Source: an optimization exercise on an open RTL-to-GDS flow (aim: small area, a short achievable clock period and few clock cycles). Production flows keep margins and buffers that such runs may drop. The RTL was checked by simulation tests, not by an equivalence proof against the original design. Power is estimated from default activity; no workload was simulated.

==> flow/design.v (excerpt) <==
module apb_top(
    input        pclk,
    input        presetn,
    input        start,
    input        write,
    input [31:0] addr,
    input [31:0] wdata,
    input [3:0]  strb,
    input [2:0]  prot,
    output [31:0] rdata,
    output        done,
    output        error
);
==> flow/config.mk <==
export PLATFORM = sky130hd
export DESIGN_NAME = apb_top
export DESIGN_NICKNAME = apb_top
export VERILOG_FILES = /design/flow/design.v
export SDC_FILE = /design/flow/constraint.sdc
export NUM_CORES = 4
export LEC_CHECK = 0
export ABC_CLOCK_PERIOD_IN_PS = 1200
export CAP_MARGIN = 20
export CORE_MARGIN = 2
export CORE_UTILIZATION = 40
export CTS_BUF_LIST = sky130_fd_sc_hd__clkbuf_8
export CTS_CLUSTER_DIAMETER = 50
export CTS_CLUSTER_SIZE = 16
export SETUP_SLACK_MARGIN = 2.1
export SLEW_MARGIN = 20
==> flow/constraint.sdc <==
create_clock -name core_clock -period 4.0 [get_ports {pclk}]
set_input_delay 0.8000 -clock core_clock [delete_from_list [all_inputs] [get_ports {pclk}]]
set_output_delay 0.8000 -clock core_clock [all_outputs]
set_load 0.01 [all_outputs]
standard.sh (not shown) runs the stock make flow with config.mk's settings and CLKGATE_MAP_FILE= SYNTH_SCRIPT=/design/flow/synth_recipe.tcl, a recipe that flattens the netlist after the stock synthesis.
==> flow/flow/run.sh <==
#!/bin/bash
# The standard layout (bash standard.sh), with the port buffers that
# buffer_ports inserts made of a plain buffer cell instead of the delay cell it
# picks by default. ORFS writes each step's full log under orfs/logs/; make's
# own output goes to make_finish.log here.
set -euo pipefail
bash standard.sh "BUFFER_PORTS_ARGS=-buffer_cell sky130_fd_sc_hd__buf_2" finish > make_finish.log 2>&1
Testbench counts at the start, summed over its fixed seeds: cycles 3,200.
Change:
Settings changed: CORE_UTILIZATION 40 to 60, SETUP_SLACK_MARGIN 2.1 to 2.2.
The changed run ran to the end with no violations.
Routed wire length came out higher by about 8%.
Non-clock buffer count came out higher by 18.
Clock-buffer cell count came out lower by 3.
Combinational power came out higher by about 11%.
Core utilization came out higher by 32 points.
Total power came out lower by 1.4%.
Critical path depth came out higher by 6.
Global-route usage came out higher by 11 points.
Change:
Settings changed: CORE_UTILIZATION 60 to 50, SETUP_SLACK_MARGIN 2.2 to 2.1.
First-iteration DRC count climbs by 13%. Power climbs by 3.4%. Register-to-register slack is about the same. Non-clock buffer count drops by 22. Synthesized cell count does not change. Routed wire length drops by 5.9%. Clock skew is about the same.
Change:
Settings changed: CORE_UTILIZATION 50 to 45.
Worst hold slack improves by 0.032 ns.
Fmax decreases slightly.
Global-route usage decreases by 2.9 points.
Sequential share of layout area decreases by 0.88 points.
Setup slack degrades by 0.019 ns.
Wire length decreases slightly.
Cell area increases slightly.
Change:
Settings changed: CORE_UTILIZATION 45 to 60, SETUP_SLACK_MARGIN 2.1 to 1.9.
Effect:
- The changed run passed the timing, design-rule and antenna checks
- wire length went down by 3.0%
- cell area went down by about 5%
- die area went down by 24%
- via count is about the same
- total power went down by about 6%
- sequential power barely changes
- clock-buffer cell count went up by 1
- core utilization went up by 15 points
- worst hold slack gains 0.0055 ns
- setup slack loses 0.15 ns
- global-route usage went up by 7.4 points
Change:
Settings changed: ABC_CLOCK_PERIOD_IN_PS 1200 to 400, CTS_BUF_LIST sky130_fd_sc_hd__clkbuf_8 to sky130_fd_sc_hd__clkbuf_16, CTS_CLUSTER_DIAMETER 50 to 60, CTS_CLUSTER_SIZE 16 to 20, SETUP_SLACK_MARGIN 1.9 to 2.0.
=>
- synthesized area is unchanged
- core utilization goes up by 1.9 points
- clock power stays flat
- total power drops slightly
- final area went up by a few percent
- via count increases slightly
- worst setup slack gains 0.068 ns
- sequential share of layout area decreases by 1.3 points
- combinational power is higher by a few percent

========
apb_top, a different RTL version from the one above (not shown whole).
Size in the first run: roughly 300 flip-flops, about 110 I/O pins, roughly 11000 um2 of cells after synthesis.
export LEC_CHECK = 0
export CAP_MARGIN = 20
export CORE_MARGIN = 2
export CORE_UTILIZATION = 40
export CTS_BUF_LIST = sky130_fd_sc_hd__clkbuf_16
export CTS_CLUSTER_DIAMETER = 60
export CTS_CLUSTER_SIZE = 20
export SETUP_SLACK_MARGIN = 2.0
export SLEW_MARGIN = 20
create_clock -name core_clock -period 4.0 [get_ports {pclk}]
Scripts as last shown in full above: flow/flow/run.sh
The baseline completed without violations.
Testbench counts at the start, summed over its fixed seeds: cycles 3,200.
Edit:
- CTS_BUF_LIST: sky130_fd_sc_hd__clkbuf_16 -> default
- CTS_CLUSTER_DIAMETER: 60 -> default
- CTS_CLUSTER_SIZE: 20 -> default
- SETUP_SLACK_MARGIN: 2.0 -> default
Effect: Hold slack got worse by 0.017 ns; die area is unchanged; non-clock buffer count went down by 29; clock-buffer cell count went up by 13.
Edit:
==> flow/run.sh (new file) <==
#!/bin/bash
# synth_recipe.tcl (not shown) runs the flow's synth.tcl, then flattens the netlist and writes it again
# the make line also repeats each setting of config.mk as NAME=value (left out here)
make -C /OpenROAD-flow-scripts/flow DESIGN_CONFIG=/design/flow/config.mk WORK_HOME=/design/flow/orfs CLKGATE_MAP_FILE= SYNTH_SCRIPT=/design/flow/synth_recipe.tcl finish
- CTS_BUF_LIST: default -> sky130_fd_sc_hd__clkbuf_4 sky130_fd_sc_hd__clkbuf_8
removed: flow/flow/run.sh
removed: flow/standard.sh
The new run ran to the end with no violations.
Combinational power rises by 25%.
Global-route usage rises by 0.22 points.
Register-to-register slack gains 0.12 ns.
Cell count rises by 3.6%.
Wire length barely changes.
Non-clock buffer count rises by 9.
Total power falls by 0.76%.
First-iteration DRC count rises by 4.4%.

-- what the ideal ports hide --
No port has a modelled driver above. Below, the same layouts with a new extraction and two added sets of constraints. Step 1 (the two cells are an assumption about what drives the block):
set clk [get_ports {pclk}]
set_driving_cell -lib_cell sky130_fd_sc_hd__clkbuf_16 $clk
set_driving_cell -lib_cell sky130_fd_sc_hd__buf_2 [delete_from_list [all_inputs] $clk]
Step 2 moves the port delays by t, midway between the first and last clock arrival at a register: inputs arrive t later, outputs are due t later. That takes back most of the time a late clock gives input paths. Slacks: ideal ports / drivers / drivers and shift; pairs: ideal ports / drivers.
| run | shift t [ns] | slack for setup (ns) | worst setup path at the end | worst slew at a driven data input, ns | cell pins on the clock port's net |
|---|---|---|---|---|---|
| the first run of note 1 | 0.641 | 2.088 / 2.042 / 1.486 | input to register | 0.05 | 1 |
| the second run of note 1 | 0.621 | 2.077 / 2.052 / 1.461 | input to register | 0.06 | 1 |
| the third run of note 1 | 0.635 | 2.109 / 2.066 / 1.505 | input to register | 0.04 | 1 |
| the fourth run of note 1 | 0.629 | 2.089 / 2.078 / 1.481 | input to register | 0.05 | 1 |
| the fifth run of note 1 | 0.601 | 1.938 / 1.947 / 1.347 | input to register | 0.05 | 1 |
| the sixth run of note 1 | 0.544 | 2.005 / 2.025 / 1.482 | input to register | 0.04 | 1 |
| the first run of note 2 | 0.570 | 2.024 / 2.036 / 1.467 | input to register | 0.08 | 1 |
| the second run of note 2 | 0.577 | 1.830 / 1.848 / 1.271 | input to register | 0.04 | 1 |
| the third run of note 2 | 0.575 | 1.366 / 1.378 / 0.803 | input to register | 0.04 | 1 |
After both steps setup and hold are still met in every run listed. For the second run of note 1, which loses most, drivers alone change the setup slack by -0.025 ns; drivers and shift together by -0.616 ns.
